This is an optimization exercise on Yosys and OpenROAD, whose aim is small area, not a production implementation. Function was checked by simulation only, so behaviour that the tests miss may differ from the original. Power figures rest on the tool's default switching activity, not on a simulated workload.

==> flow/design.v, too long to show whole: its modules and the start of the top module <==
// module menu_frames: 98 lines
module menu_frames
    (
        input clk,
        input rst,
        input [1:0] frame_sel,
        output [18:0] address_write,
        output [11:0] data_write
    );
  // ...
==> flow/run.sh <==
#!/bin/bash
# synth_recipe.tcl (not shown) runs the flow's synth.tcl, then flattens the netlist and writes it again
# the make line also repeats each setting of config.mk as NAME=value (left out here)
make -C /OpenROAD-flow-scripts/flow DESIGN_CONFIG=/design/flow/config.mk WORK_HOME=/design/flow/orfs CLKGATE_MAP_FILE= SYNTH_SCRIPT=/design/flow/synth_recipe.tcl finish
==> flow/config.mk <==
export PLATFORM = sky130hd
export DESIGN_NAME = menu_frames
export DESIGN_NICKNAME = menu_frames
export VERILOG_FILES = /design/flow/design.v
export SDC_FILE = /design/flow/constraint.sdc
export NUM_CORES = 4
export LEC_CHECK = 0
export CAP_MARGIN = 20
export CORE_MARGIN = 2
export CORE_UTILIZATION = 40
export PLACE_DENSITY = 0.6
export SLEW_MARGIN = 20
==> flow/constraint.sdc <==
create_clock -name core_clock -period 10.0 [get_ports {clk}]
set_input_delay 2.0000 -clock core_clock [delete_from_list [all_inputs] [get_ports {clk}]]
set_output_delay 2.0000 -clock core_clock [all_outputs]
set_load 0.01 [all_outputs]
==> notes.md, run 1 <==
Clk pwr share roughly half; status no timing/DRC/antenna violations; post-synthesis mux area share 0.904%; Non-Clock Buffer Area Fraction about 5.2%; crit path from vp[6]; initial core utilization 40.5%; r2r setup slk 6.75 ns; leading cell type in the layout, fill and taps excluded nor2_1; post-synthesis adder-cell area fraction 18.3%; half-perimeter wire length after placement approximately 16,000 µm; Ports 35; hold_sp c[0]; met3 Usage GRT 3.91%; Reg area 480 µm²; Seq pwr share about two fifths; routed wl met3 1880 µm; vias in the first global route 5,770; startpoint types flip-flop; core footprint 14,400 µm²; H-tree levels 1; CTS tree built; Die ar. 15,500 µm²; CP delay by family, top compound AO/OA/AOI/OAI gates; largest power group the clock network; total power 238 µW; Syn. warnings 1; Netlist Area Pre-Place just under 6000 µm²
==> inputs of run 2 (changes only) <==
--- a/flow/design.v
+++ b/flow/design.v
@@ -9,31 +9,33 @@
     );
     reg [1:0] c;
     wire tick = (c == 2'd0);
     always @(posedge clk)
         if (rst) c <= 2'd2;
         else c <= c + 2'd1;
     reg [9:0] hp, vp;
     reg k1, k0;
+    wire h_end = hp[9] & hp[8] & (&hp[4:0]);    
+    wire v_end = vp[9] & vp[3] & vp[2];          
     always @(posedge clk)
         if (rst) begin
             hp <= 10'd0; vp <= 10'd0; k1 <= 1'b1; k0 <= 1'b1;
         end else if (tick) begin
             k1 <= 1'b0;
             if (!k1) begin
                 k0 <= 1'b0;
-                hp <= (hp == 10'd799) ? 10'd0 : hp + 10'd1;
+                hp <= h_end ? 10'd0 : hp + 10'd1;
                 if (hp == 10'd0 && !k0)
-                    vp <= (vp == 10'd524) ? 10'd0 : vp + 10'd1;
+                    vp <= v_end ? 10'd0 : vp + 10'd1;
             end
         end
     assign address_write = {({4'b0,vp} << 4) + ({4'b0,vp} << 3) + {4'b0,vp} + {9'b0,hp[9:5]}, hp[4:0]};
-    wire [9:0] dl = hp - vp;
-    wire [9:0] dr = hp + vp;
+    wire [6-1:0] dl = hp[6-1:0] - vp[6-1:0];
+    wire [6-1:0] dr = hp[6-1:0] + vp[6-1:0];
     wire common =
         (((vp[9] | (vp[8] | (vp[7] | (vp[6] | (vp[5] & (vp[4] | (vp[3] | (vp[2] | (vp[1] & vp[0]))))))))) & ~(vp[9] | (vp[8] | (vp[7] | (vp[6] | (vp[5] & (vp[4] & (vp[3] | (vp[2] | (vp[1] & vp[0])))))))))) & (((hp[9] | (hp[8] | (hp[7] & (hp[6] | (hp[5] | (hp[4] & (hp[3] | (hp[2] | (hp[1] | hp[0]))))))))) & ~(hp[9] & (hp[8] & (hp[7] | (hp[6] | (hp[5] | (hp[4] & (hp[3] | (hp[2] | hp[1]))))))))))) |
         (((vp[9] | (vp[8] | (vp[7] | (vp[6] | (vp[5] & (vp[4] & (vp[3] | (vp[2] | (vp[1] & vp[0]))))))))) & ~(vp[9] | (vp[8] | (vp[7] | (vp[6] & (vp[5] | (vp[4] | (vp[3] | (vp[2] & vp[1]))))))))) & (((hp[9] | (hp[8] | (hp[7] & (hp[6] | (hp[5] | (hp[4] & (hp[3] | (hp[2] | (hp[1] | hp[0]))))))))) & ~(hp[9] | (hp[8] | (hp[7] & (hp[6] | (hp[5] & (hp[4] | (hp[3] | (hp[2] & hp[1]))))))))) | ((hp[9] & (hp[8] | (hp[7] & (hp[6] & (hp[5] & (hp[4] & (hp[3] & hp[2]))))))) & ~(hp[9] & (hp[8] & (hp[7] | (hp[6] | (hp[5] | (hp[4] & (hp[3] | (hp[2] | (hp[1] | hp[0])))))))))))) |
         ((~vp[0] & vp[1] & vp[2] & ~vp[3] & ~vp[4] & ~vp[5] & vp[6] & ~vp[7] & ~vp[8] & ~vp[9]) & (((hp[9] | (hp[8] | (hp[7] & (hp[6] | (hp[5] | (hp[4] & (hp[3] | (hp[2] | (hp[1] | hp[0]))))))))) & ~(hp[9] | (hp[8] | (hp[7] & (hp[6] | (hp[5] & (hp[4] | (hp[3] | (hp[2] & hp[1]))))))))) | (hp[0] & hp[1] & hp[2] & hp[3] & hp[4] & ~hp[5] & ~hp[6] & ~hp[7] & hp[8] & ~hp[9]) | (~hp[0] & hp[1] & hp[2] & ~hp[3] & hp[4] & ~hp[5] & ~hp[6] & hp[7] & hp[8] & ~hp[9]) | ((hp[9] | (hp[8] & (hp[7] & (hp[6] | (hp[5] & (hp[4] | (hp[3] & (hp[2] | hp[1])))))))) & ~(hp[9] | (hp[8] & (hp[7] & (hp[6] & (hp[5] & (hp[4] | (hp[3] | (hp[2] & (hp[1] & hp[0])))))))))) | (hp[0] & hp[1] & ~hp[2] & hp[3] & hp[4] & hp[5] & hp[6] & hp[7] & hp[8] & ~hp[9]) | (~hp[0] & hp[1] & hp[2] & ~hp[3] & hp[4] & hp[5] & ~hp[6] & ~hp[7] & ~hp[8] & hp[9]) | (hp[0] & hp[1] & hp[2] & ~hp[3] & ~hp[4] & ~hp[5] & hp[6] & ~hp[7] & ~hp[8] & hp[9]) | (~hp[0] & hp[1] & ~hp[2] & ~hp[3] & ~hp[4] & ~hp[5] & ~hp[6] & hp[7] & ~hp[8] & hp[9]) | ((hp[9] & (hp[8] | (hp[7] & (hp[6] & (hp[5] & (hp[4] & (hp[3] & hp[2]))))))) & ~(hp[9] & (hp[8] & (hp[7] | (hp[6] | (hp[5] | (hp[4] & (hp[3] | (hp[2] | (hp[1] | hp[0])))))))))))) |
         (((vp[9] | (vp[8] | (vp[7] | (vp[6] & (vp[5] | (vp[4] | (vp[3] | (vp[2] & (vp[1] & vp[0]))))))))) & ~(vp[9] | (vp[8] | (vp[7] | (vp[6] & (vp[5] & (vp[4] | (vp[3] | vp[2])))))))) & (((hp[9] | (hp[8] | (hp[7] & (hp[6] | (hp[5] | (hp[4] & (hp[3] | (hp[2] | (hp[1] | hp[0]))))))))) & ~(hp[9] | (hp[8] | (hp[7] & (hp[6] | (hp[5] & (hp[4] | (hp[3] | (hp[2] & hp[1]))))))))) | (hp[0] & hp[1] & hp[2] & hp[3] & hp[4] & ~hp[5] & ~hp[6] & ~hp[7] & hp[8] & ~hp[9]) | (~hp[0] & hp[1] & hp[2] & ~hp[3] & hp[4] & ~hp[5] & ~hp[6] & hp[7] & hp[8] & ~hp[9]) | (hp[0] & hp[1] & ~hp[2] & hp[3] & ~hp[4] & hp[5] & ~hp[6] & hp[7] & hp[8] & ~hp[9]) | (hp[0] & hp[1] & ~hp[2] & hp[3] & hp[4] & hp[5] & hp[6] & hp[7] & hp[8] & ~hp[9]) | (~hp[0] & hp[1] & hp[2] & ~hp[3] & hp[4] & hp[5] & ~hp[6] & ~hp[7] & ~hp[8] & hp[9]) | (hp[0] & hp[1] & hp[2] & ~hp[3] & ~hp[4] & ~hp[5] & hp[6] & ~hp[7] & ~hp[8] & hp[9]) | (~hp[0] & hp[1] & ~hp[2] & ~hp[3] & ~hp[4] & ~hp[5] & ~hp[6] & hp[7] & ~hp[8] & hp[9]) | ((hp[9] & (hp[8] | (hp[7] & (hp[6] & (hp[5] & (hp[4] & (hp[3] & hp[2]))))))) & ~(hp[9] & (hp[8] & (hp[7] | (hp[6] | (hp[5] | (hp[4] & (hp[3] | (hp[2] | (hp[1] | hp[0])))))))))))) |
         ((~vp[0] & ~vp[1] & vp[2] & ~vp[3] & ~vp[4] & vp[5] & vp[6] & ~vp[7] & ~vp[8] & ~vp[9]) & (((hp[9] | (hp[8] | (hp[7] & (hp[6] | (hp[5] | (hp[4] & (hp[3] | (hp[2] | (hp[1] | hp[0]))))))))) & ~(hp[9] | (hp[8] | (hp[7] & (hp[6] | (hp[5] & (hp[4] | (hp[3] | (hp[2] & hp[1]))))))))) | (hp[0] & hp[1] & hp[2] & hp[3] & hp[4] & ~hp[5] & ~hp[6] & ~hp[7] & hp[8] & ~hp[9]) | (~hp[0] & hp[1] & hp[2] & ~hp[3] & hp[4] & ~hp[5] & ~hp[6] & hp[7] & hp[8] & ~hp[9]) | ((hp[9] | (hp[8] & (hp[7] & (hp[6] | (hp[5] & (hp[4] | (hp[3] & (hp[2] | hp[1])))))))) & ~(hp[9] | (hp[8] & (hp[7] & (hp[6] & (hp[5] & (hp[4] | (hp[3] | (hp[2] & (hp[1] & hp[0])))))))))) | (hp[0] & hp[1] & ~hp[2] & hp[3] & hp[4] & hp[5] & hp[6] & hp[7] & hp[8] & ~hp[9]) | (~hp[0] & hp[1] & hp[2] & ~hp[3] & hp[4] & hp[5] & ~hp[6] & ~hp[7] & ~hp[8] & hp[9]) | (hp[0] & hp[1] & hp[2] & ~hp[3] & ~hp[4] & ~hp[5] & hp[6] & ~hp[7] & ~hp[8] & hp[9]) | (~hp[0] & hp[1] & ~hp[2] & ~hp[3] & ~hp[4] & ~hp[5] & ~hp[6] & hp[7] & ~hp[8] & hp[9]) | ((hp[9] & (hp[8] | (hp[7] & (hp[6] & (hp[5] & (hp[4] & (hp[3] & hp[2]))))))) & ~(hp[9] & (hp[8] & (hp[7] | (hp[6] | (hp[5] | (hp[4] & (hp[3] | (hp[2] | (hp[1] | hp[0])))))))))))) |
         (((vp[9] | (vp[8] | (vp[7] | (vp[6] & (vp[5] & (vp[4] | (vp[3] | (vp[2] & (vp[1] | vp[0]))))))))) & ~(vp[9] | (vp[8] | (vp[7] & (vp[6] | (vp[5] | (vp[4] | (vp[3] | (vp[2] | vp[1]))))))))) & (((hp[9] | (hp[8] | (hp[7] & (hp[6] | (hp[5] | (hp[4] & (hp[3] | (hp[2] | (hp[1] | hp[0]))))))))) & ~(hp[9] | (hp[8] | (hp[7] & (hp[6] | (hp[5] & (hp[4] | (hp[3] | (hp[2] & hp[1]))))))))) | (hp[0] & hp[1] & hp[2] & hp[3] & hp[4] & ~hp[5] & ~hp[6] & ~hp[7] & hp[8] & ~hp[9]) | (~hp[0] & hp[1] & hp[2] & ~hp[3] & hp[4] & ~hp[5] & ~hp[6] & hp[7] & hp[8] & ~hp[9]) | (hp[0] & hp[1] & ~hp[2] & hp[3] & ~hp[4] & hp[5] & ~hp[6] & hp[7] & hp[8] & ~hp[9]) | (hp[0] & hp[1] & ~hp[2] & hp[3] & hp[4] & hp[5] & hp[6] & hp[7] & hp[8] & ~hp[9]) | (~hp[0] & hp[1] & hp[2] & ~hp[3] & hp[4] & hp[5] & ~hp[6] & ~hp[7] & ~hp[8] & hp[9]) | (hp[0] & hp[1] & hp[2] & ~hp[3] & ~hp[4] & ~hp[5] & hp[6] & ~hp[7] & ~hp[8] & hp[9]) | (~hp[0] & hp[1] & ~hp[2] & ~hp[3] & ~hp[4] & ~hp[5] & ~hp[6] & hp[7] & ~hp[8] & hp[9]) | ((hp[9] & (hp[8] | (hp[7] & (hp[6] & (hp[5] & (hp[4] & (hp[3] & hp[2]))))))) & ~(hp[9] & (hp[8] & (hp[7] | (hp[6] | (hp[5] | (hp[4] & (hp[3] | (hp[2] | (hp[1] | hp[0])))))))))))) |
         ((~vp[0] & vp[1] & ~vp[2] & ~vp[3] & ~vp[4] & ~vp[5] & ~vp[6] & vp[7] & ~vp[8] & ~vp[9]) & (((hp[9] | (hp[8] | (hp[7] & (hp[6] | (hp[5] | (hp[4] & (hp[3] | (hp[2] | (hp[1] | hp[0]))))))))) & ~(hp[9] | (hp[8] | (hp[7] & (hp[6] | (hp[5] & (hp[4] | (hp[3] | (hp[2] & hp[1]))))))))) | (hp[0] & hp[1] & hp[2] & hp[3] & hp[4] & ~hp[5] & ~hp[6] & ~hp[7] & hp[8] & ~hp[9]) | (~hp[0] & hp[1] & hp[2] & ~hp[3] & hp[4] & ~hp[5] & ~hp[6] & hp[7] & hp[8] & ~hp[9]) | ((hp[9] | (hp[8] & (hp[7] & (hp[6] | (hp[5] & (hp[4] | (hp[3] & (hp[2] | hp[1])))))))) & ~(hp[9] | (hp[8] & (hp[7] & (hp[6] & (hp[5] & (hp[4] | (hp[3] | (hp[2] & (hp[1] & hp[0])))))))))) | (hp[0] & hp[1] & ~hp[2] & hp[3] & hp[4] & hp[5] & hp[6] & hp[7] & hp[8] & ~hp[9]) | (~hp[0] & hp[1] & hp[2] & ~hp[3] & hp[4] & hp[5] & ~hp[6] & ~hp[7] & ~hp[8] & hp[9]) | ((hp[9] & (hp[8] | (hp[7] | (hp[6] & (hp[5] | (hp[4] | (hp[3] | (hp[2] & hp[1])))))))) & ~(hp[9] & (hp[8] | (hp[7] & (hp[6] | (hp[5] | (hp[4] | (hp[3] | (hp[2] | (hp[1] & hp[0])))))))))) | ((hp[9] & (hp[8] | (hp[7] & (hp[6] & (hp[5] & (hp[4] & (hp[3] & hp[2]))))))) & ~(hp[9] & (hp[8] & (hp[7] | (hp[6] | (hp[5] | (hp[4] & (hp[3] | (hp[2] | (hp[1] | hp[0])))))))))))) |
@@ -53,47 +55,47 @@
         ((~vp[0] & ~vp[1] & ~vp[2] & ~vp[3] & vp[4] & ~vp[5] & ~vp[6] & vp[7] & vp[8] & ~vp[9]) & (((hp[9] | (hp[8] | (hp[7] & (hp[6] | (hp[5] | (hp[4] & (hp[3] | (hp[2] | (hp[1] | hp[0]))))))))) & ~(hp[9] | (hp[8] | (hp[7] & (hp[6] | (hp[5] & (hp[4] | (hp[3] | (hp[2] & hp[1]))))))))) | (hp[0] & hp[1] & ~hp[2] & ~hp[3] & ~hp[4] & ~hp[5] & ~hp[6] & hp[7] & hp[8] & ~hp[9]) | (hp[0] & hp[1] & ~hp[2] & hp[3] & ~hp[4] & hp[5] & ~hp[6] & hp[7] & hp[8] & ~hp[9]) | (hp[0] & ~hp[1] & hp[2] & hp[3] & hp[4] & ~hp[5] & hp[6] & hp[7] & hp[8] & ~hp[9]) | (~hp[0] & ~hp[1] & hp[2] & ~hp[3] & ~hp[4] & ~hp[5] & ~hp[6] & ~hp[7] & ~hp[8] & hp[9]) | ((hp[9] & (hp[8] | (hp[7] | (hp[6] | (hp[5] | (hp[4] & hp[3])))))) & ~(hp[9] & (hp[8] | (hp[7] | (hp[6] & (hp[5] | (hp[4] | (hp[3] | (hp[2] | (hp[1] | hp[0])))))))))) | ((hp[9] & (hp[8] | (hp[7] & (hp[6] & (hp[5] & (hp[4] & (hp[3] & hp[2]))))))) & ~(hp[9] & (hp[8] & (hp[7] | (hp[6] | (hp[5] | (hp[4] & (hp[3] | (hp[2] | (hp[1] | hp[0])))))))))))) |
         (((vp[9] | (vp[8] & (vp[7] & (vp[6] | (vp[5] | (vp[4] & (vp[3] | (vp[2] | (vp[1] | vp[0]))))))))) & ~(vp[9] | (vp[8] & (vp[7] & (vp[6] | (vp[5] | (vp[4] & (vp[3] | (vp[2] | (vp[1] & vp[0])))))))))) & (((hp[9] | (hp[8] | (hp[7] & (hp[6] | (hp[5] | (hp[4] & (hp[3] | (hp[2] | (hp[1] | hp[0]))))))))) & ~(hp[9] | (hp[8] | (hp[7] & (hp[6] | (hp[5] & (hp[4] | (hp[3] | (hp[2] & hp[1]))))))))) | (hp[0] & hp[1] & ~hp[2] & ~hp[3] & ~hp[4] & ~hp[5] & ~hp[6] & hp[7] & hp[8] & ~hp[9]) | (hp[0] & ~hp[1] & hp[2] & hp[3] & hp[4] & ~hp[5] & hp[6] & hp[7] & hp[8] & ~hp[9]) | (~hp[0] & ~hp[1] & hp[2] & ~hp[3] & ~hp[4] & ~hp[5] & ~hp[6] & ~hp[7] & ~hp[8] & hp[9]) | (hp[0] & ~hp[1] & ~hp[2] & hp[3] & hp[4] & ~hp[5] & ~hp[6] & ~hp[7] & ~hp[8] & hp[9]) | (~hp[0] & ~hp[1] & ~hp[2] & ~hp[3] & ~hp[4] & ~hp[5] & hp[6] & ~hp[7] & ~hp[8] & hp[9]) | ((hp[9] & (hp[8] | (hp[7] & (hp[6] & (hp[5] & (hp[4] & (hp[3] & hp[2]))))))) & ~(hp[9] & (hp[8] & (hp[7] | (hp[6] | (hp[5] | (hp[4] & (hp[3] | (hp[2] | (hp[1] | hp[0])))))))))))) |
         (((vp[9] | (vp[8] & (vp[7] & (vp[6] | (vp[5] | (vp[4] & (vp[3] | (vp[2] | (vp[1] & vp[0]))))))))) & ~(vp[9] | (vp[8] & (vp[7] & (vp[6] | (vp[5] & (vp[4] | (vp[3] | vp[2])))))))) & (((hp[9] | (hp[8] | (hp[7] & (hp[6] | (hp[5] | (hp[4] & (hp[3] | (hp[2] | (hp[1] | hp[0]))))))))) & ~(hp[9] | (hp[8] | (hp[7] & (hp[6] | (hp[5] & (hp[4] | (hp[3] | (hp[2] & hp[1]))))))))) | (hp[0] & hp[1] & ~hp[2] & ~hp[3] & ~hp[4] & ~hp[5] & ~hp[6] & hp[7] & hp[8] & ~hp[9]) | (~hp[0] & hp[1] & ~hp[2] & hp[3] & ~hp[4] & hp[5] & ~hp[6] & hp[7] & hp[8] & ~hp[9]) | (hp[0] & ~hp[1] & hp[2] & hp[3] & hp[4] & ~hp[5] & hp[6] & hp[7] & hp[8] & ~hp[9]) | (~hp[0] & ~hp[1] & hp[2] & ~hp[3] & ~hp[4] & ~hp[5] & ~hp[6] & ~hp[7] & ~hp[8] & hp[9]) | (hp[0] & ~hp[1] & ~hp[2] & hp[3] & hp[4] & ~hp[5] & ~hp[6] & ~hp[7] & ~hp[8] & hp[9]) | (~hp[0] & ~hp[1] & ~hp[2] & ~hp[3] & ~hp[4] & ~hp[5] & hp[6] & ~hp[7] & ~hp[8] & hp[9]) | ((hp[9] & (hp[8] | (hp[7] & (hp[6] & (hp[5] & (hp[4] & (hp[3] & hp[2]))))))) & ~(hp[9] & (hp[8] & (hp[7] | (hp[6] | (hp[5] | (hp[4] & (hp[3] | (hp[2] | (hp[1] | hp[0])))))))))))) |
         ((~vp[0] & ~vp[1] & vp[2] & ~vp[3] & ~vp[4] & vp[5] & ~vp[6] & vp[7] & vp[8] & ~vp[9]) & (((hp[9] | (hp[8] | (hp[7] & (hp[6] | (hp[5] | (hp[4] & (hp[3] | (hp[2] | (hp[1] | hp[0]))))))))) & ~(hp[9] | (hp[8] | (hp[7] & (hp[6] | (hp[5] & (hp[4] | (hp[3] | (hp[2] & hp[1]))))))))) | ((hp[9] | (hp[8] & (hp[7] | (hp[6] & (hp[5] & (hp[4] | (hp[3] & (hp[2] & hp[1])))))))) & ~(hp[9] | (hp[8] & (hp[7] & (hp[6] | (hp[5] | (hp[4] | (hp[3] | hp[2])))))))) | (~hp[0] & hp[1] & ~hp[2] & hp[3] & ~hp[4] & hp[5] & ~hp[6] & hp[7] & hp[8] & ~hp[9]) | (hp[0] & ~hp[1] & hp[2] & hp[3] & hp[4] & ~hp[5] & hp[6] & hp[7] & hp[8] & ~hp[9]) | (~hp[0] & ~hp[1] & hp[2] & ~hp[3] & ~hp[4] & ~hp[5] & ~hp[6] & ~hp[7] & ~hp[8] & hp[9]) | (hp[0] & ~hp[1] & ~hp[2] & hp[3] & hp[4] & ~hp[5] & ~hp[6] & ~hp[7] & ~hp[8] & hp[9]) | (~hp[0] & ~hp[1] & ~hp[2] & ~hp[3] & ~hp[4] & ~hp[5] & hp[6] & ~hp[7] & ~hp[8] & hp[9]) | ((hp[9] & (hp[8] | (hp[7] & (hp[6] & (hp[5] & (hp[4] & (hp[3] & hp[2]))))))) & ~(hp[9] & (hp[8] & (hp[7] | (hp[6] | (hp[5] | (hp[4] & (hp[3] | (hp[2] | (hp[1] | hp[0])))))))))))) |
         (((vp[9] | (vp[8] & (vp[7] & (vp[6] | (vp[5] & (vp[4] | (vp[3] | (vp[2] & (vp[1] | vp[0]))))))))) & ~(vp[9] | (vp[8] & (vp[7] & (vp[6] | (vp[5] & (vp[4] & vp[3]))))))) & (((hp[9] | (hp[8] | (hp[7] & (hp[6] | (hp[5] | (hp[4] & (hp[3] | (hp[2] | (hp[1] | hp[0]))))))))) & ~(hp[9] | (hp[8] | (hp[7] & (hp[6] | (hp[5] & (hp[4] | (hp[3] | (hp[2] & hp[1]))))))))) | (~hp[0] & hp[1] & hp[2] & hp[3] & ~hp[4] & hp[5] & hp[6] & ~hp[7] & hp[8] & ~hp[9]) | (hp[0] & hp[1] & ~hp[2] & ~hp[3] & ~hp[4] & ~hp[5] & ~hp[6] & hp[7] & hp[8] & ~hp[9]) | (~hp[0] & hp[1] & ~hp[2] & hp[3] & ~hp[4] & hp[5] & ~hp[6] & hp[7] & hp[8] & ~hp[9]) | (hp[0] & ~hp[1] & hp[2] & hp[3] & hp[4] & ~hp[5] & hp[6] & hp[7] & hp[8] & ~hp[9]) | (~hp[0] & ~hp[1] & hp[2] & ~hp[3] & ~hp[4] & ~hp[5] & ~hp[6] & ~hp[7] & ~hp[8] & hp[9]) | (hp[0] & ~hp[1] & ~hp[2] & hp[3] & hp[4] & ~hp[5] & ~hp[6] & ~hp[7] & ~hp[8] & hp[9]) | (~hp[0] & ~hp[1] & ~hp[2] & ~hp[3] & ~hp[4] & ~hp[5] & hp[6] & ~hp[7] & ~hp[8] & hp[9]) | ((hp[9] & (hp[8] | (hp[7] & (hp[6] & (hp[5] & (hp[4] & (hp[3] & hp[2]))))))) & ~(hp[9] & (hp[8] & (hp[7] | (hp[6] | (hp[5] | (hp[4] & (hp[3] | (hp[2] | (hp[1] | hp[0])))))))))))) |
         ((~vp[0] & ~vp[1] & ~vp[2] & vp[3] & vp[4] & vp[5] & ~vp[6] & vp[7] & vp[8] & ~vp[9]) & (((hp[9] | (hp[8] | (hp[7] & (hp[6] | (hp[5] | (hp[4] & (hp[3] | (hp[2] | (hp[1] | hp[0]))))))))) & ~(hp[9] | (hp[8] | (hp[7] & (hp[6] | (hp[5] & (hp[4] | (hp[3] | (hp[2] & hp[1]))))))))) | ((hp[9] | (hp[8] & (hp[7] | (hp[6] & (hp[5] & (hp[4] | (hp[3] & (hp[2] & hp[1])))))))) & ~(hp[9] | (hp[8] & (hp[7] & (hp[6] | (hp[5] | (hp[4] | (hp[3] | hp[2])))))))) | (~hp[0] & hp[1] & ~hp[2] & hp[3] & ~hp[4] & hp[5] & ~hp[6] & hp[7] & hp[8] & ~hp[9]) | (hp[0] & ~hp[1] & hp[2] & hp[3] & hp[4] & ~hp[5] & hp[6] & hp[7] & hp[8] & ~hp[9]) | (~hp[0] & ~hp[1] & hp[2] & ~hp[3] & ~hp[4] & ~hp[5] & ~hp[6] & ~hp[7] & ~hp[8] & hp[9]) | ((hp[9] & (hp[8] | (hp[7] | (hp[6] | (hp[5] | (hp[4] & hp[3])))))) & ~(hp[9] & (hp[8] | (hp[7] | (hp[6] & (hp[5] | (hp[4] | (hp[3] | (hp[2] | (hp[1] | hp[0])))))))))) | ((hp[9] & (hp[8] | (hp[7] & (hp[6] & (hp[5] & (hp[4] & (hp[3] & hp[2]))))))) & ~(hp[9] & (hp[8] & (hp[7] | (hp[6] | (hp[5] | (hp[4] & (hp[3] | (hp[2] | (hp[1] | hp[0])))))))))))) |
         (((vp[9] | (vp[8] & (vp[7] & (vp[6] | (vp[5] & (vp[4] & (vp[3] & (vp[2] | (vp[1] | vp[0]))))))))) & ~(vp[9] | (vp[8] & (vp[7] & (vp[6] & (vp[5] & (vp[4] & (vp[3] | (vp[2] | (vp[1] & vp[0])))))))))) & (((hp[9] | (hp[8] | (hp[7] & (hp[6] | (hp[5] | (hp[4] & (hp[3] | (hp[2] | (hp[1] | hp[0]))))))))) & ~(hp[9] | (hp[8] | (hp[7] & (hp[6] | (hp[5] & (hp[4] | (hp[3] | (hp[2] & hp[1]))))))))) | ((hp[9] & (hp[8] | (hp[7] & (hp[6] & (hp[5] & (hp[4] & (hp[3] & hp[2]))))))) & ~(hp[9] & (hp[8] & (hp[7] | (hp[6] | (hp[5] | (hp[4] & (hp[3] | (hp[2] | (hp[1] | hp[0])))))))))))) |
         (((vp[9] | (vp[8] & (vp[7] & (vp[6] & (vp[5] & (vp[4] & (vp[3] | (vp[2] | (vp[1] & vp[0]))))))))) & ~(vp[9] & (vp[8] | (vp[7] | (vp[6] | (vp[5] | (vp[4] | (vp[3] | (vp[2] | (vp[1] & vp[0])))))))))) & (((hp[9] | (hp[8] | (hp[7] & (hp[6] | (hp[5] | (hp[4] & (hp[3] | (hp[2] | (hp[1] | hp[0]))))))))) & ~(hp[9] & (hp[8] & (hp[7] | (hp[6] | (hp[5] | (hp[4] & (hp[3] | (hp[2] | (hp[1] | hp[0])))))))))))) |
-        (((vp[9] | (vp[8] | (vp[7] | (vp[6] & (vp[5] | (vp[4] | (vp[3] | (vp[2] & vp[1])))))))) & ~(vp[9] | (vp[8] | (vp[7] & (vp[6] | (vp[5] | (vp[4] | (vp[3] | (vp[2] | (vp[1] & vp[0])))))))))) & (~dl[0] & ~dl[1] & ~dl[2] & dl[3] & dl[4] & ~dl[5] & dl[6] & dl[7] & ~dl[8] & ~dl[9])) |
-        (((vp[9] | (vp[8] | (vp[7] | (vp[6] & (vp[5] | (vp[4] | (vp[3] | (vp[2] & vp[1])))))))) & ~(vp[9] | (vp[8] | (vp[7] & (vp[6] | (vp[5] | (vp[4] | (vp[3] | (vp[2] | (vp[1] & vp[0])))))))))) & (~dr[0] & ~dr[1] & dr[2] & dr[3] & dr[4] & ~dr[5] & dr[6] & dr[7] & dr[8] & ~dr[9])) |
-        (((vp[9] | (vp[8] | (vp[7] | (vp[6] & (vp[5] | (vp[4] | (vp[3] | (vp[2] & vp[1])))))))) & ~(vp[9] | (vp[8] | (vp[7] & (vp[6] | (vp[5] | (vp[4] | (vp[3] | (vp[2] | (vp[1] & vp[0])))))))))) & (~dl[0] & ~dl[1] & dl[2] & ~dl[3] & dl[4] & dl[5] & ~dl[6] & dl[7] & dl[8] & ~dl[9])) |
-        (((vp[9] | (vp[8] | (vp[7] & (vp[6] & (vp[5] | (vp[4] | vp[3])))))) & ~(vp[9] | (vp[8] | (vp[7] & (vp[6] & (vp[5] & (vp[4] & (vp[3] | (vp[2] | (vp[1] | vp[0])))))))))) & (~dl[0] & ~dl[1] & dl[2] & ~dl[3] & dl[4] & ~dl[5] & ~dl[6] & ~dl[7] & dl[8] & ~dl[9])) |
-        (((vp[9] | (vp[8] & (vp[7] | (vp[6] | (vp[5] & (vp[4] | (vp[3] & vp[2]))))))) & ~(vp[9] | (vp[8] & (vp[7] | (vp[6] & (vp[5] | (vp[4] & (vp[3] | (vp[2] & (vp[1] | vp[0])))))))))) & (~dl[0] & dl[1] & dl[2] & ~dl[3] & dl[4] & ~dl[5] & dl[6] & ~dl[7] & ~dl[8] & ~dl[9])) |
-        (((vp[9] | (vp[8] & (vp[7] | (vp[6] | (vp[5] & (vp[4] | (vp[3] & vp[2]))))))) & ~(vp[9] | (vp[8] & (vp[7] | (vp[6] & (vp[5] | (vp[4] & (vp[3] | (vp[2] & (vp[1] | vp[0])))))))))) & (dr[0] & ~dr[1] & dr[2] & ~dr[3] & ~dr[4] & ~dr[5] & ~dr[6] & ~dr[7] & dr[8] & dr[9])) |
-        (((vp[9] | (vp[8] & (vp[7] | (vp[6] | (vp[5] & (vp[4] | (vp[3] & vp[2]))))))) & ~(vp[9] | (vp[8] & (vp[7] | (vp[6] & (vp[5] | (vp[4] & (vp[3] | (vp[2] & (vp[1] | vp[0])))))))))) & (~dl[0] & ~dl[1] & dl[2] & dl[3] & ~dl[4] & dl[5] & ~dl[6] & dl[7] & ~dl[8] & ~dl[9])) |
-        (((vp[9] | (vp[8] & (vp[7] | (vp[6] | (vp[5] & (vp[4] | (vp[3] & vp[2]))))))) & ~(vp[9] | (vp[8] & (vp[7] | (vp[6] & (vp[5] | (vp[4] | (vp[3] | (vp[2] | (vp[1] | vp[0])))))))))) & (~dr[0] & dr[1] & ~dr[2] & dr[3] & ~dr[4] & ~dr[5] & dr[6] & ~dr[7] & dr[8] & dr[9])) |
-        (((vp[9] | (vp[8] & (vp[7] | vp[6]))) & ~(vp[9] | (vp[8] & (vp[7] | (vp[6] & (vp[5] | (vp[4] & (vp[3] | (vp[2] & (vp[1] | vp[0])))))))))) & (~dl[0] & dl[1] & ~dl[2] & dl[3] & ~dl[4] & ~dl[5] & dl[6] & dl[7] & ~dl[8] & ~dl[9])) |
-        (((vp[9] | (vp[8] & (vp[7] & (vp[6] | (vp[5] | vp[4]))))) & ~(vp[9] | (vp[8] & (vp[7] & (vp[6] | (vp[5] & (vp[4] & (vp[3] & (vp[2] | (vp[1] | vp[0])))))))))) & (~dl[0] & ~dl[1] & dl[2] & dl[3] & ~dl[4] & ~dl[5] & dl[6] & ~dl[7] & ~dl[8] & ~dl[9]));
+        (((hp[9] | (hp[8] & (hp[7] | (hp[6] | (hp[5] | (hp[4] & (hp[3] & (hp[2] & hp[1])))))))) & ~(hp[9] | (hp[8] & (hp[7] | (hp[6] & (hp[5] | (hp[4] & (hp[3] & (hp[2] | (hp[1] & hp[0])))))))))) & ((vp[9] | (vp[8] | (vp[7] | (vp[6] & (vp[5] | (vp[4] | (vp[3] | (vp[2] & vp[1])))))))) & ~(vp[9] | (vp[8] | (vp[7] & (vp[6] | (vp[5] | (vp[4] | (vp[3] | (vp[2] | (vp[1] & vp[0])))))))))) & (~dl[0] & ~dl[1] & ~dl[2] & dl[3] & dl[4] & ~dl[5])) |
+        (((hp[9] | (hp[8] & (hp[7] | (hp[6] & (hp[5] | (hp[4] & (hp[3] & (hp[2] | hp[1])))))))) & ~(hp[9] | (hp[8] & (hp[7] & (hp[6] | (hp[5] | (hp[4] & (hp[3] | (hp[2] & (hp[1] & hp[0])))))))))) & ((vp[9] | (vp[8] | (vp[7] | (vp[6] & (vp[5] | (vp[4] | (vp[3] | (vp[2] & vp[1])))))))) & ~(vp[9] | (vp[8] | (vp[7] & (vp[6] | (vp[5] | (vp[4] | (vp[3] | (vp[2] | (vp[1] & vp[0])))))))))) & (~dr[0] & ~dr[1] & dr[2] & dr[3] & dr[4] & ~dr[5])) |
+        (((hp[9] | (hp[8] & (hp[7] & (hp[6] & (hp[5] & (hp[4] & (hp[3] & (hp[2] | hp[1])))))))) & ~(hp[9] & (hp[8] | (hp[7] | (hp[6] | (hp[5] & (hp[4] & (hp[3] | (hp[2] & (hp[1] & hp[0])))))))))) & ((vp[9] | (vp[8] | (vp[7] | (vp[6] & (vp[5] | (vp[4] | (vp[3] | (vp[2] & vp[1])))))))) & ~(vp[9] | (vp[8] | (vp[7] & (vp[6] | (vp[5] | (vp[4] | (vp[3] | (vp[2] | (vp[1] & vp[0])))))))))) & (~dl[0] & ~dl[1] & dl[2] & ~dl[3] & dl[4] & dl[5])) |
+        (((hp[9] | (hp[8] & (hp[7] & (hp[6] & (hp[5] | (hp[4] & (hp[3] & hp[2]))))))) & ~(hp[9] & (hp[8] | (hp[7] | (hp[6] | (hp[5] | (hp[4] | (hp[3] | (hp[2] & (hp[1] | hp[0])))))))))) & ((vp[9] | (vp[8] | (vp[7] & (vp[6] & (vp[5] | (vp[4] | vp[3])))))) & ~(vp[9] | (vp[8] | (vp[7] & (vp[6] & (vp[5] & (vp[4] & (vp[3] | (vp[2] | (vp[1] | vp[0])))))))))) & (~dl[0] & ~dl[1] & dl[2] & ~dl[3] & dl[4] & ~dl[5])) |
+        (((hp[9] | (hp[8] & (hp[7] & (hp[6] | (hp[5] | (hp[4] | (hp[3] | (hp[2] | hp[1])))))))) & ~(hp[9] | (hp[8] & (hp[7] & (hp[6] | (hp[5] & (hp[4] | (hp[3] & (hp[2] | (hp[1] & hp[0])))))))))) & ((vp[9] | (vp[8] & (vp[7] | (vp[6] | (vp[5] & (vp[4] | (vp[3] & vp[2]))))))) & ~(vp[9] | (vp[8] & (vp[7] | (vp[6] & (vp[5] | (vp[4] & (vp[3] | (vp[2] & (vp[1] | vp[0])))))))))) & (~dl[0] & dl[1] & dl[2] & ~dl[3] & dl[4] & ~dl[5])) |
+        (((hp[9] | (hp[8] & (hp[7] & (hp[6] | (hp[5] & (hp[4] & (hp[3] | (hp[2] | (hp[1] | hp[0]))))))))) & ~(hp[9] | (hp[8] & (hp[7] & (hp[6] & (hp[5] | (hp[4] & (hp[3] & (hp[2] | hp[1]))))))))) & ((vp[9] | (vp[8] & (vp[7] | (vp[6] | (vp[5] & (vp[4] | (vp[3] & vp[2]))))))) & ~(vp[9] | (vp[8] & (vp[7] | (vp[6] & (vp[5] | (vp[4] & (vp[3] | (vp[2] & (vp[1] | vp[0])))))))))) & (dr[0] & ~dr[1] & dr[2] & ~dr[3] & ~dr[4] & ~dr[5])) |
+        (((hp[9] | (hp[8] & (hp[7] & (hp[6] & (hp[5] | (hp[4] & hp[3])))))) & ~(hp[9] & (hp[8] | (hp[7] | (hp[6] | (hp[5] | (hp[4] | (hp[3] | (hp[2] | (hp[1] | hp[0])))))))))) & ((vp[9] | (vp[8] & (vp[7] | (vp[6] | (vp[5] & (vp[4] | (vp[3] & vp[2]))))))) & ~(vp[9] | (vp[8] & (vp[7] | (vp[6] & (vp[5] | (vp[4] & (vp[3] | (vp[2] & (vp[1] | vp[0])))))))))) & (~dl[0] & ~dl[1] & dl[2] & dl[3] & ~dl[4] & dl[5])) |
+        (((hp[9] & (hp[8] | (hp[7] | (hp[6] | (hp[5] | (hp[4] | (hp[3] & (hp[2] | hp[1])))))))) & ~(hp[9] & (hp[8] | (hp[7] | (hp[6] | (hp[5] | (hp[4] & (hp[3] & (hp[2] & (hp[1] & hp[0])))))))))) & ((vp[9] | (vp[8] & (vp[7] | (vp[6] | (vp[5] & (vp[4] | (vp[3] & vp[2]))))))) & ~(vp[9] | (vp[8] & (vp[7] | (vp[6] & (vp[5] | (vp[4] | (vp[3] | (vp[2] | (vp[1] | vp[0])))))))))) & (~dr[0] & dr[1] & ~dr[2] & dr[3] & ~dr[4] & ~dr[5])) |
+        (((hp[9] & (hp[8] | (hp[7] | (hp[6] | (hp[5] | (hp[4] | (hp[3] & (hp[2] | hp[1])))))))) & ~(hp[9] & (hp[8] | (hp[7] | (hp[6] | (hp[5] | (hp[4] & (hp[3] & (hp[2] & (hp[1] & hp[0])))))))))) & ((vp[9] | (vp[8] & (vp[7] | vp[6]))) & ~(vp[9] | (vp[8] & (vp[7] | (vp[6] & (vp[5] | (vp[4] & (vp[3] | (vp[2] & (vp[1] | vp[0])))))))))) & (~dl[0] & dl[1] & ~dl[2] & dl[3] & ~dl[4] & ~dl[5])) |
+        (((hp[9] | (hp[8] & (hp[7] & (hp[6] & (hp[5] | (hp[4] & (hp[3] & hp[2]))))))) & ~(hp[9] & (hp[8] | (hp[7] | (hp[6] | (hp[5] | (hp[4] | (hp[3] | (hp[2] & (hp[1] | hp[0])))))))))) & ((vp[9] | (vp[8] & (vp[7] & (vp[6] | (vp[5] | vp[4]))))) & ~(vp[9] | (vp[8] & (vp[7] & (vp[6] | (vp[5] & (vp[4] & (vp[3] & (vp[2] | (vp[1] | vp[0])))))))))) & (~dl[0] & ~dl[1] & dl[2] & dl[3] & ~dl[4] & ~dl[5]));
     wire f1 =
         (((vp[9] | (vp[8] | (vp[7] & (vp[6] | (vp[5] & (vp[4] & (vp[3] | vp[2]))))))) & ~(vp[9] | (vp[8] | (vp[7] & (vp[6] | (vp[5] & (vp[4] & (vp[3] & (vp[2] & (vp[1] & vp[0])))))))))) & (((hp[9] | (hp[8] & (hp[7] | (hp[6] & (hp[5] | (hp[4] | (hp[3] & (hp[2] & (hp[1] & hp[0]))))))))) & ~(hp[9] & (hp[8] | (hp[7] | (hp[6] & (hp[5] | (hp[4] & (hp[3] | hp[2])))))))))) |
         (((vp[9] | (vp[8] | (vp[7] & (vp[6] | (vp[5] & (vp[4] & (vp[3] & (vp[2] & (vp[1] & vp[0]))))))))) & ~(vp[9] | (vp[8] | (vp[7] & (vp[6] & (vp[5] | (vp[4] & (vp[3] & vp[2])))))))) & (((hp[9] | (hp[8] & (hp[7] | (hp[6] & (hp[5] | (hp[4] | (hp[3] & (hp[2] & (hp[1] & hp[0]))))))))) & ~(hp[9] | (hp[8] & (hp[7] | (hp[6] & (hp[5] | (hp[4] & (hp[3] & (hp[2] | hp[1]))))))))) | ((hp[9] & (hp[8] | (hp[7] | (hp[6] & (hp[5] | (hp[4] | (hp[3] & (hp[2] | (hp[1] | hp[0]))))))))) & ~(hp[9] & (hp[8] | (hp[7] | (hp[6] & (hp[5] | (hp[4] & (hp[3] | hp[2])))))))))) |
         ((~vp[0] & ~vp[1] & vp[2] & vp[3] & vp[4] & ~vp[5] & vp[6] & vp[7] & ~vp[8] & ~vp[9]) & (((hp[9] | (hp[8] & (hp[7] | (hp[6] | (hp[5] | (hp[4] & (hp[3] & (hp[2] & (hp[1] & hp[0]))))))))) & ~(hp[9] | (hp[8] & (hp[7] | (hp[6] & (hp[5] | (hp[4] | hp[3]))))))) | ((hp[9] | (hp[8] & (hp[7] | (hp[6] & (hp[5] | (hp[4] | (hp[3] & (hp[2] & (hp[1] & hp[0]))))))))) & ~(hp[9] | (hp[8] & (hp[7] | (hp[6] & (hp[5] | (hp[4] & (hp[3] & (hp[2] | hp[1]))))))))) | ((hp[9] & (hp[8] | (hp[7] | (hp[6] & (hp[5] | (hp[4] | (hp[3] & (hp[2] | (hp[1] | hp[0]))))))))) & ~(hp[9] & (hp[8] | (hp[7] | (hp[6] & (hp[5] | (hp[4] & (hp[3] | hp[2])))))))))) |
         (((vp[9] | (vp[8] | (vp[7] & (vp[6] & (vp[5] | (vp[4] & (vp[3] & (vp[2] & (vp[1] | vp[0]))))))))) & ~(vp[9] | (vp[8] | (vp[7] & (vp[6] & (vp[5] & (vp[4] & (vp[3] & (vp[2] | vp[1]))))))))) & (((hp[9] | (hp[8] & (hp[7] | (hp[6] & (hp[5] | (hp[4] | (hp[3] & (hp[2] & (hp[1] & hp[0]))))))))) & ~(hp[9] | (hp[8] & (hp[7] | (hp[6] & (hp[5] | (hp[4] & (hp[3] & (hp[2] | hp[1]))))))))) | ((hp[9] & (hp[8] | (hp[7] | (hp[6] & (hp[5] | (hp[4] | (hp[3] & (hp[2] | (hp[1] | hp[0]))))))))) & ~(hp[9] & (hp[8] | (hp[7] | (hp[6] & (hp[5] | (hp[4] & (hp[3] | hp[2])))))))))) |
         (((vp[9] | (vp[8] | (vp[7] & (vp[6] & (vp[5] & (vp[4] & (vp[3] & (vp[2] | vp[1])))))))) & ~(vp[9] | (vp[8] & (vp[7] | (vp[6] | (vp[5] | (vp[4] | (vp[3] | (vp[2] & (vp[1] | vp[0])))))))))) & (((hp[9] | (hp[8] & (hp[7] | (hp[6] & (hp[5] | (hp[4] | (hp[3] & (hp[2] & (hp[1] & hp[0]))))))))) & ~(hp[9] & (hp[8] | (hp[7] | (hp[6] & (hp[5] | (hp[4] & (hp[3] | hp[2])))))))))) |
-        (((vp[9] | (vp[8] | (vp[7] & (vp[6] & (vp[5] | (vp[4] | vp[3])))))) & ~(vp[9] | (vp[8] | (vp[7] & (vp[6] & (vp[5] | (vp[4] & (vp[3] & (vp[2] & (vp[1] | vp[0])))))))))) & (~dl[0] & dl[1] & ~dl[2] & dl[3] & ~dl[4] & dl[5] & dl[6] & ~dl[7] & ~dl[8] & ~dl[9])) |
-        (((vp[9] | (vp[8] | (vp[7] & (vp[6] & (vp[5] | (vp[4] & (vp[3] & vp[2]))))))) & ~(vp[9] | (vp[8] | (vp[7] & (vp[6] & (vp[5] & (vp[4] & (vp[3] | (vp[2] | (vp[1] | vp[0])))))))))) & (~dr[0] & dr[1] & ~dr[2] & ~dr[3] & ~dr[4] & dr[5] & ~dr[6] & ~dr[7] & ~dr[8] & dr[9]));
+        (((hp[9] | (hp[8] & (hp[7] | (hp[6] | (hp[5] & (hp[4] & (hp[3] | (hp[2] | hp[1])))))))) & ~(hp[9] | (hp[8] & (hp[7] | (hp[6] & (hp[5] | (hp[4] | (hp[3] | (hp[2] & (hp[1] & hp[0])))))))))) & ((vp[9] | (vp[8] | (vp[7] & (vp[6] & (vp[5] | (vp[4] | vp[3])))))) & ~(vp[9] | (vp[8] | (vp[7] & (vp[6] & (vp[5] | (vp[4] & (vp[3] & (vp[2] & (vp[1] | vp[0])))))))))) & (~dl[0] & dl[1] & ~dl[2] & dl[3] & ~dl[4] & dl[5])) |
+        (((hp[9] | (hp[8] & (hp[7] | (hp[6] | (hp[5] & (hp[4] & (hp[3] | (hp[2] | hp[1])))))))) & ~(hp[9] | (hp[8] & (hp[7] | (hp[6] & (hp[5] | (hp[4] | (hp[3] | (hp[2] & (hp[1] & hp[0])))))))))) & ((vp[9] | (vp[8] | (vp[7] & (vp[6] & (vp[5] | (vp[4] & (vp[3] & vp[2]))))))) & ~(vp[9] | (vp[8] | (vp[7] & (vp[6] & (vp[5] & (vp[4] & (vp[3] | (vp[2] | (vp[1] | vp[0])))))))))) & (~dr[0] & dr[1] & ~dr[2] & ~dr[3] & ~dr[4] & dr[5]));
     wire f2 =
         (((vp[9] | (vp[8] & (vp[7] | (vp[6] | (vp[5] | (vp[4] & vp[3])))))) & ~(vp[9] | (vp[8] & (vp[7] | (vp[6] | (vp[5] & (vp[4] | (vp[3] | (vp[2] | (vp[1] & vp[0])))))))))) & (((hp[9] | (hp[8] & (hp[7] | (hp[6] | (hp[5] & (hp[4] & (hp[3] & (hp[2] | (hp[1] & hp[0]))))))))) & ~(hp[9] & (hp[8] | (hp[7] | (hp[6] & (hp[5] & (hp[4] & (hp[3] | (hp[2] | hp[1]))))))))))) |
         (((vp[9] | (vp[8] & (vp[7] | (vp[6] | (vp[5] & (vp[4] | (vp[3] | (vp[2] | (vp[1] & vp[0]))))))))) & ~(vp[9] | (vp[8] & (vp[7] | vp[6])))) & (((hp[9] | (hp[8] & (hp[7] | (hp[6] | (hp[5] & (hp[4] & (hp[3] & (hp[2] | (hp[1] & hp[0]))))))))) & ~(hp[9] | (hp[8] & (hp[7] | (hp[6] & (hp[5] | (hp[4] | (hp[3] | (hp[2] | hp[1]))))))))) | ((hp[9] & (hp[8] | (hp[7] | (hp[6] & (hp[5] & (hp[4] | (hp[3] & (hp[2] | (hp[1] & hp[0]))))))))) & ~(hp[9] & (hp[8] | (hp[7] | (hp[6] & (hp[5] & (hp[4] & (hp[3] | (hp[2] | hp[1]))))))))))) |
         ((~vp[0] & ~vp[1] & ~vp[2] & ~vp[3] & ~vp[4] & ~vp[5] & vp[6] & ~vp[7] & vp[8] & ~vp[9]) & (((hp[9] | (hp[8] & (hp[7] | (hp[6] | (hp[5] | (hp[4] | (hp[3] & (hp[2] | (hp[1] & hp[0]))))))))) & ~(hp[9] | (hp[8] & (hp[7] | (hp[6] | (hp[5] & (hp[4] & (hp[3] | hp[2])))))))) | ((hp[9] | (hp[8] & (hp[7] | (hp[6] | (hp[5] & (hp[4] & (hp[3] & (hp[2] | (hp[1] & hp[0]))))))))) & ~(hp[9] | (hp[8] & (hp[7] | (hp[6] & (hp[5] | (hp[4] | (hp[3] | (hp[2] | hp[1]))))))))) | ((hp[9] & (hp[8] | (hp[7] | (hp[6] & (hp[5] & (hp[4] | (hp[3] & (hp[2] | (hp[1] & hp[0]))))))))) & ~(hp[9] & (hp[8] | (hp[7] | (hp[6] & (hp[5] & (hp[4] & (hp[3] | (hp[2] | hp[1]))))))))))) |
         (((vp[9] | (vp[8] & (vp[7] | (vp[6] & (vp[5] | (vp[4] | (vp[3] | (vp[2] | (vp[1] | vp[0]))))))))) & ~(vp[9] | (vp[8] & (vp[7] | (vp[6] & (vp[5] | (vp[4] & (vp[3] & (vp[2] & vp[1]))))))))) & (((hp[9] | (hp[8] & (hp[7] | (hp[6] | (hp[5] & (hp[4] & (hp[3] & (hp[2] | (hp[1] & hp[0]))))))))) & ~(hp[9] | (hp[8] & (hp[7] | (hp[6] & (hp[5] | (hp[4] | (hp[3] | (hp[2] | hp[1]))))))))) | ((hp[9] & (hp[8] | (hp[7] | (hp[6] & (hp[5] & (hp[4] | (hp[3] & (hp[2] | (hp[1] & hp[0]))))))))) & ~(hp[9] & (hp[8] | (hp[7] | (hp[6] & (hp[5] & (hp[4] & (hp[3] | (hp[2] | hp[1]))))))))))) |
         (((vp[9] | (vp[8] & (vp[7] | (vp[6] & (vp[5] | (vp[4] & (vp[3] & (vp[2] & vp[1])))))))) & ~(vp[9] | (vp[8] & (vp[7] | (vp[6] & (vp[5] & (vp[4] | (vp[3] & (vp[2] | (vp[1] | vp[0])))))))))) & (((hp[9] | (hp[8] & (hp[7] | (hp[6] | (hp[5] & (hp[4] & (hp[3] & (hp[2] | (hp[1] & hp[0]))))))))) & ~(hp[9] & (hp[8] | (hp[7] | (hp[6] & (hp[5] & (hp[4] & (hp[3] | (hp[2] | hp[1]))))))))))) |
-        (((vp[9] | (vp[8] & (vp[7] | (vp[6] | (vp[5] & (vp[4] | (vp[3] & vp[2]))))))) & ~(vp[9] | (vp[8] & (vp[7] | (vp[6] & (vp[5] | (vp[4] | (vp[3] | (vp[2] | (vp[1] | vp[0])))))))))) & (~dl[0] & dl[1] & ~dl[2] & ~dl[3] & dl[4] & dl[5] & dl[6] & dl[7] & dl[8] & dl[9])) |
-        (((vp[9] | (vp[8] & (vp[7] | vp[6]))) & ~(vp[9] | (vp[8] & (vp[7] | (vp[6] & (vp[5] | (vp[4] & (vp[3] | (vp[2] & (vp[1] | vp[0])))))))))) & (~dr[0] & dr[1] & ~dr[2] & ~dr[3] & dr[4] & dr[5] & dr[6] & ~dr[7] & ~dr[8] & dr[9]));
+        (((hp[9] | (hp[8] & (hp[7] | (hp[6] | (hp[5] | (hp[4] & (hp[3] & (hp[2] & hp[1])))))))) & ~(hp[9] | (hp[8] & (hp[7] | (hp[6] | (hp[5] & (hp[4] & (hp[3] | (hp[2] | (hp[1] & hp[0])))))))))) & ((vp[9] | (vp[8] & (vp[7] | (vp[6] | (vp[5] & (vp[4] | (vp[3] & vp[2]))))))) & ~(vp[9] | (vp[8] & (vp[7] | (vp[6] & (vp[5] | (vp[4] | (vp[3] | (vp[2] | (vp[1] | vp[0])))))))))) & (~dl[0] & dl[1] & ~dl[2] & ~dl[3] & dl[4] & dl[5])) |
+        (((hp[9] | (hp[8] & (hp[7] | (hp[6] | (hp[5] | (hp[4] & (hp[3] & (hp[2] & hp[1])))))))) & ~(hp[9] | (hp[8] & (hp[7] | (hp[6] | (hp[5] & (hp[4] & (hp[3] | (hp[2] | (hp[1] & hp[0])))))))))) & ((vp[9] | (vp[8] & (vp[7] | vp[6]))) & ~(vp[9] | (vp[8] & (vp[7] | (vp[6] & (vp[5] | (vp[4] & (vp[3] | (vp[2] & (vp[1] | vp[0])))))))))) & (~dr[0] & dr[1] & ~dr[2] & ~dr[3] & dr[4] & dr[5]));
     wire f3 =
         (((vp[9] | (vp[8] & (vp[7] | (vp[6] & (vp[5] & (vp[4] & (vp[3] & vp[2]))))))) & ~(vp[9] | (vp[8] & (vp[7] & (vp[6] | (vp[5] | (vp[4] | (vp[3] | (vp[2] & (vp[1] & vp[0])))))))))) & (((hp[9] | (hp[8] & (hp[7] | (hp[6] & (hp[5] | (hp[4] | (hp[3] & (hp[2] & (hp[1] & hp[0]))))))))) & ~(hp[9] & (hp[8] | (hp[7] | (hp[6] & (hp[5] | (hp[4] & (hp[3] | hp[2])))))))))) |
         (((vp[9] | (vp[8] & (vp[7] & (vp[6] | (vp[5] | (vp[4] | (vp[3] | (vp[2] & (vp[1] & vp[0]))))))))) & ~(vp[9] | (vp[8] & (vp[7] & (vp[6] | (vp[5] & (vp[4] | (vp[3] | vp[2])))))))) & (((hp[9] | (hp[8] & (hp[7] | (hp[6] & (hp[5] | (hp[4] | (hp[3] & (hp[2] & (hp[1] & hp[0]))))))))) & ~(hp[9] | (hp[8] & (hp[7] | (hp[6] & (hp[5] | (hp[4] & (hp[3] & (hp[2] | hp[1]))))))))) | ((hp[9] & (hp[8] | (hp[7] | (hp[6] & (hp[5] | (hp[4] | (hp[3] & (hp[2] | (hp[1] | hp[0]))))))))) & ~(hp[9] & (hp[8] | (hp[7] | (hp[6] & (hp[5] | (hp[4] & (hp[3] | hp[2])))))))))) |
         ((~vp[0] & ~vp[1] & vp[2] & ~vp[3] & ~vp[4] & vp[5] & ~vp[6] & vp[7] & vp[8] & ~vp[9]) & (((hp[9] | (hp[8] & (hp[7] | (hp[6] | (hp[5] | (hp[4] & (hp[3] & (hp[2] & (hp[1] & hp[0]))))))))) & ~(hp[9] | (hp[8] & (hp[7] | (hp[6] & (hp[5] | (hp[4] | hp[3]))))))) | ((hp[9] | (hp[8] & (hp[7] | (hp[6] & (hp[5] | (hp[4] | (hp[3] & (hp[2] & (hp[1] & hp[0]))))))))) & ~(hp[9] | (hp[8] & (hp[7] | (hp[6] & (hp[5] | (hp[4] & (hp[3] & (hp[2] | hp[1]))))))))) | ((hp[9] & (hp[8] | (hp[7] | (hp[6] & (hp[5] | (hp[4] | (hp[3] & (hp[2] | (hp[1] | hp[0]))))))))) & ~(hp[9] & (hp[8] | (hp[7] | (hp[6] & (hp[5] | (hp[4] & (hp[3] | hp[2])))))))))) |
         (((vp[9] | (vp[8] & (vp[7] & (vp[6] | (vp[5] & (vp[4] | (vp[3] | (vp[2] & (vp[1] | vp[0]))))))))) & ~(vp[9] | (vp[8] & (vp[7] & (vp[6] & (vp[5] | (vp[4] | (vp[3] | (vp[2] | vp[1]))))))))) & (((hp[9] | (hp[8] & (hp[7] | (hp[6] & (hp[5] | (hp[4] | (hp[3] & (hp[2] & (hp[1] & hp[0]))))))))) & ~(hp[9] | (hp[8] & (hp[7] | (hp[6] & (hp[5] | (hp[4] & (hp[3] & (hp[2] | hp[1]))))))))) | ((hp[9] & (hp[8] | (hp[7] | (hp[6] & (hp[5] | (hp[4] | (hp[3] & (hp[2] | (hp[1] | hp[0]))))))))) & ~(hp[9] & (hp[8] | (hp[7] | (hp[6] & (hp[5] | (hp[4] & (hp[3] | hp[2])))))))))) |
         (((vp[9] | (vp[8] & (vp[7] & (vp[6] & (vp[5] | (vp[4] | (vp[3] | (vp[2] | vp[1])))))))) & ~(vp[9] | (vp[8] & (vp[7] & (vp[6] & (vp[5] | (vp[4] | (vp[3] & (vp[2] & (vp[1] | vp[0])))))))))) & (((hp[9] | (hp[8] & (hp[7] | (hp[6] & (hp[5] | (hp[4] | (hp[3] & (hp[2] & (hp[1] & hp[0]))))))))) & ~(hp[9] & (hp[8] | (hp[7] | (hp[6] & (hp[5] | (hp[4] & (hp[3] | hp[2])))))))))) |
-        (((vp[9] | (vp[8] & (vp[7] & (vp[6] | (vp[5] | vp[4]))))) & ~(vp[9] | (vp[8] & (vp[7] & (vp[6] | (vp[5] & (vp[4] | (vp[3] | (vp[2] & (vp[1] | vp[0])))))))))) & (~dl[0] & dl[1] & ~dl[2] & ~dl[3] & ~dl[4] & dl[5] & ~dl[6] & dl[7] & dl[8] & dl[9])) |
-        (((vp[9] | (vp[8] & (vp[7] & (vp[6] | (vp[5] & (vp[4] | (vp[3] | vp[2]))))))) & ~(vp[9] | (vp[8] & (vp[7] & (vp[6] | (vp[5] & (vp[4] & (vp[3] & (vp[2] | (vp[1] | vp[0])))))))))) & (~dr[0] & dr[1] & ~dr[2] & dr[3] & ~dr[4] & dr[5] & dr[6] & dr[7] & ~dr[8] & dr[9]));
+        (((hp[9] | (hp[8] & (hp[7] | (hp[6] | (hp[5] & (hp[4] & (hp[3] | (hp[2] | hp[1])))))))) & ~(hp[9] | (hp[8] & (hp[7] | (hp[6] & (hp[5] | (hp[4] | (hp[3] | (hp[2] & (hp[1] & hp[0])))))))))) & ((vp[9] | (vp[8] & (vp[7] & (vp[6] | (vp[5] | vp[4]))))) & ~(vp[9] | (vp[8] & (vp[7] & (vp[6] | (vp[5] & (vp[4] | (vp[3] | (vp[2] & (vp[1] | vp[0])))))))))) & (~dl[0] & dl[1] & ~dl[2] & ~dl[3] & ~dl[4] & dl[5])) |
+        (((hp[9] | (hp[8] & (hp[7] | (hp[6] | (hp[5] & (hp[4] & (hp[3] | (hp[2] | hp[1])))))))) & ~(hp[9] | (hp[8] & (hp[7] | (hp[6] & (hp[5] | (hp[4] | (hp[3] | (hp[2] & (hp[1] & hp[0])))))))))) & ((vp[9] | (vp[8] & (vp[7] & (vp[6] | (vp[5] & (vp[4] | (vp[3] | vp[2]))))))) & ~(vp[9] | (vp[8] & (vp[7] & (vp[6] | (vp[5] & (vp[4] & (vp[3] & (vp[2] | (vp[1] | vp[0])))))))))) & (~dr[0] & dr[1] & ~dr[2] & dr[3] & ~dr[4] & dr[5]));
     wire pix = (frame_sel == 2'd0) ? (common | f1) :
                (frame_sel == 2'd1) ? (common | f2) :
                (frame_sel == 2'd2) ? (common | f3) : 1'b0;
     assign data_write = {4'b0000, {4{pix}}, 4'b0000};
 endmodule
==> flow/flow/run.sh (new file) <==
#!/bin/bash
# Layout flow: the standard synthesis, then the combinational logic between
# the registers is re-mapped for area with ABC's deepsyn (registers, their names
# and cell types untouched), then the standard flow from floorplan to finish.
set -euo pipefail
HERE=$PWD
R=$HERE/orfs/results/$FLOW_PLATFORM/menu_frames/base
LIB=$FLOW_HOME/platforms/sky130hd/lib/sky130_fd_sc_hd__tt_025C_1v80.lib
T=${REOPT_SECONDS:-90}

bash standard.sh synth > log_standard_synth.txt 2>&1
cp $R/1_2_yosys.v $HERE/standard_1_2_yosys.v

# cells marked don't-use on the platform
DU=$(grep -o 'cell *( *"\?sky130_fd_sc_hd__\(probe\|lpflow\)[a-z0-9_]*' $LIB | sed 's/.*(\s*"\?//' | sort -u | sed 's/^/-dont_use /' | tr '\n' ' ')

pids=()
for s in 1 2 3 4; do
  sed -e "s/@T@/$T/" -e "s/@S@/$s/" flow/deep.abc.in > deep_$s.abc
  cat > reopt_$s.ys <<EOY
read_liberty -ignore_miss_func $LIB
read_verilog $HERE/standard_1_2_yosys.v
hierarchy -top $FLOW_TOP
setattr -mod -set keep_hierarchy 1 sky130_fd_sc_hd__dfxtp_1
flatten -noscopeinfo
opt_clean
abc -liberty $LIB $DU -script $HERE/deep_$s.abc
splitnets
opt_clean -purge
hilomap -hicell sky130_fd_sc_hd__conb_1 HI -locell sky130_fd_sc_hd__conb_1 LO
insbuf -buf sky130_fd_sc_hd__buf_1 A X
opt_clean -purge
blackbox sky130_fd_sc_hd__dfxtp_1
tee -o $HERE/reopt_$s.stat stat -liberty $LIB
check
write_verilog -noattr -nohex -nodec $HERE/reopt_$s.v
EOY
  yosys -s reopt_$s.ys > log_reopt_$s.txt 2>&1 &
  pids+=($!)
done
for p in "${pids[@]}"; do wait $p || true; done

best=""; besta=""
for s in 1 2 3 4; do
  [[ -s reopt_$s.v && -s reopt_$s.stat ]] || continue
  a=$(grep -i "chip area for module" reopt_$s.stat | awk '{print $NF}')
  echo "seed $s area $a" >> log_reopt_choice.txt
  if [[ -z "$besta" ]] || awk "BEGIN{exit !($a < $besta)}"; then best=$s; besta=$a; fi
done
if [[ -n "$best" ]]; then
  echo "using seed $best" >> log_reopt_choice.txt
  cp reopt_$best.v $R/1_2_yosys.v
  rm -f $R/1_synth.odb $R/1_synth.sdc
else
  echo "no re-mapped netlist, keeping the standard one" >> log_reopt_choice.txt
fi

bash standard.sh finish > log_standard_finish.txt 2>&1
==> flow/flow/deep.abc.in (new file) <==
strash
&get -n
&deepsyn -T @T@ -S @S@
&put
dch -f
map -a
topo
==> flow/standard.sh (new file) <==
#!/bin/bash
# synth_recipe.tcl (not shown) runs the flow's synth.tcl, then flattens the netlist and writes it again
# the make line also repeats each setting of config.mk as NAME=value (left out here)
make -C /OpenROAD-flow-scripts/flow DESIGN_CONFIG=/design/flow/config.mk WORK_HOME=/design/flow/orfs CLKGATE_MAP_FILE= SYNTH_SCRIPT=/design/flow/synth_recipe.tcl "${@:-finish}"
removed: flow/run.sh
==> run 2 against run 1 <==
Area after synthesis decreased by 40%. Register-to-register slack got worse by 0.69 ns. Combinational power shrank 45%. First-iteration DRC count increased by 1.3%. Worst hold slack better by 0.041 ns. Largest power group is now sequential cells.
==> notes.md, run 2 <==
skew final 0.00362 ns (was 0.00304 ns); crit path from vp[4] (was vp[6]); hold_buf cts 0 (unchanged); hold_sp c[0] (unchanged); final cell utilization of the core 45.5% (was 43.0%); Post-CTS Setup Inserts 0 (unchanged); VDD IR max 0.0000560 V (was 0.0000441 V); Layout area overhead 12.3% (was 6.26%); routability congestion estimate 1.10 (was 0.993); CTS Buf Count 3 (unchanged); antenna violations before repair 0 (unchanged); final WL 15,800 µm (was 20,400 µm); ant diodes 0 (unchanged); most frequent cells in the layout nor2_1, clkinv_1, nand2_1 (was nor2_1, ha_1, nand2_1); slew margin rel. 39.0% (was 28.5%); RSZ-0062 raised after global routing no (unchanged); fin crit share 74.6% (was 72.0%); Reg-to-Reg End vp[8] (was vp[9]); critical path type reg2out (unchanged); initial core utilization 40.5% (about the same); total power 197 µW (was 238 µW); setup violators final 0 (unchanged); Via Count 4,978 (was 6,251); fin. max-slew vios 0 (unchanged); post-route DRC violation count 0 (unchanged); first-pass GRT wire length 25,000 µm (was 32,800 µm); biggest regs hp (10), vp (10), c (2) (unchanged); r2r setup slk 6.06 ns (was 6.75 ns); Mapped Cells 666 (was 799); CP max FO 11 (was 26); Initial DRC Count 643 (was 635); Syn. warnings 1 (unchanged); status no timing/DRC/antenna violations (unchanged); Worst-Skew Late Latency 0.28 ns (was 0.27 ns); leading cell type in the layout, fill and taps excluded nor2_1 (unchanged); Die ar. 9460 µm² (was 15,500 µm²); # nets final 688 (was 870); fmax 134 MHz (was 139 MHz); Worst EP required 8.00 ns (about the same); syn_area_per_cell 5.22 µm² (was 7.28 µm²); CTS tree built (unchanged); cells on worst reg2reg path 13 (was 6); Max-Cap Viols 0 (unchanged); WL/cell 20.0 µm (was 21.0 µm); P per Cell Area 50.3 nW/µm² (was 38.5 nW/µm²); Row Count 34 (was 44); Final Cell Area 3910 µm² (was 6180 µm²); post-route ant nets 0 (unchanged); Buffers on Ports 26 (unchanged); Pleak 1.37 nW (was 2.41 nW); setup TNS 0 ns (unchanged); total grt overflow 0 (unchanged); CTS max path bufs 2 (unchanged); half-perimeter wire length after placement 12,500 µm (was 15,700 µm); CTS clock-pin slew for the worst setup and hold paths 0.09 ns (was 0.07 ns); hold path depth 1 (unchanged); Die Y 97.3 µm (was 125 µm); vias in the first global route 4,602 (was 5,770); Setup crit end kind output pin (unchanged); root buf cell clkbuf_8 (was clkbuf_16); Sink Count 24 (unchanged); Critical Path AT 5.46 ns (was 5.20 ns); Netlist Area Pre-Place 3480 µm² (was 5810 µm²); Worst Hold End c[0] (unchanged); Initial DRT Pass Iterations 8 (was 5); actual slew at the worst max-slew pin 0.916 ns (was 1.07 ns); GRT Util Overall 32.9% (was 25.6%); Ports 35 (unchanged); Tmin final 7.46 ns (was 7.20 ns); worst r2r src hp[2] (was hp[3]); share of post-route cells with drive strength above 1 2.20% (was 5.73%); startpoint types flip-flop (unchanged); CTS-repair resized insts 0 (unchanged); Via density 6.29 (was 6.44); worst hold path class reg2reg (unchanged); largest net degree at the start of global routing 19 (was 40); Die X 97.3 µm (was 125 µm); Final Hold Fails 0 (unchanged); H-tree levels 1 (unchanged); Placed Area 3840 µm² (was 6070 µm²); core footprint 8590 µm² (was 14,400 µm²)
## run 2: layout make-up
class	instances	area, µm²
sequential	24	480
inverter	110	413
multi-input combinational	516	2530
clock buffer	3	41.3
timing repair buffer	29	283
fill	957	4680
tap	108	135
clock inverter	1	30.0
## run 2: layer usage
layer | GRT usage, % | wire, µm | vias up
li1 | - | - | 2267
met1 | 42.6 | 6030 | 2213
met2 | 52.1 | 6880 | 396
met3 | 6.33 | 1890 | 102
met4 | 17.1 | 991 | 0
met5 | 0 | 0 | -
## run 2: stage by stage
stage                     setup slack, ns  hold WS (ns)  std cells
after floorplan                      3.83         0.411        666
after global placement               3.04         0.420        787
after detailed placement             2.90         0.438        787
after CTS                            2.59         0.454        791
after global routing                 2.05         0.479        791
final                                2.54         0.454        791
## run 2: worst max path at each step
stage          cells past startpoint                 to
6_report                          26  address_write[18]
5_1_grt                           29  address_write[18]
4_1_cts                           26  address_write[18]
3_5_place_dp                      26  address_write[18]
3_3_place_gp                      27  address_write[18]
2_1_floorplan                     27  address_write[18]
## run 2: worst max-delay path, stage by stage (launching register included)
cell and delay [ns]:
dfxtp_1 0.66, clkinv_1 0.54, nor2_1 0.30, nor2_1 0.11, xor2_1 0.22, nand4_1 0.14, nand2_1 0.12, nor2_1 0.05
nor2_1 0.13, xor2_1 0.19, nand2_1 0.09, nand2_1 0.08, xor2_1 0.09, nor2_1 0.10, nor2_1 0.07, a21oi_1 0.20
nor2_1 0.07, nor2_1 0.10, a21oi_1 0.07, o21ai_0 0.39, nand4_1 0.15, o221ai_1 0.12, clkinv_1 0.15, o211ai_1 0.26
a21oi_1 0.10, o22ai_1 0.12, clkdlybuf4s50_1 0.56
## run 2: power breakdown
| part | leakage (nW) | switching [mW] | internal, mW |
|---|---|---|---|
| registers | 0.194 | 0.00108 | 0.0967 |
| clock network | 0.0357 | 0.0341 | 0.0536 |
| logic | 1.14 | 0.00692 | 0.00416 |

==> afterwards: timing with drivers on the ports <==
No port has a modelled driver above. Below, the same layouts with a new extraction and two added sets of constraints. Step 1: set_driving_cell puts a clkbuf_16 on clk and a buf_2 on each other input, an assumption about the parent block. Step 2 moves the port delays by t, midway between the first and last clock arrival at a register: inputs arrive t later, outputs are due t later. That takes back most of the time a late clock gives input paths. Slacks: ideal / step 1 / step 2; pairs: ideal / step 1.
run | t, ns | setup WS [ns] | hold slack, ns | clock arrival spread, ns
run 1 | 0.299 | 2.803 / 2.770 / 3.070 | 0.413 / 0.413 / 0.413 | 0.003 / 0.003
run 2 | 0.303 | 2.541 / 2.512 / 2.815 | 0.454 / 0.454 / 0.454 | 0.003 / 0.004
After both steps every run listed still meets setup and hold.
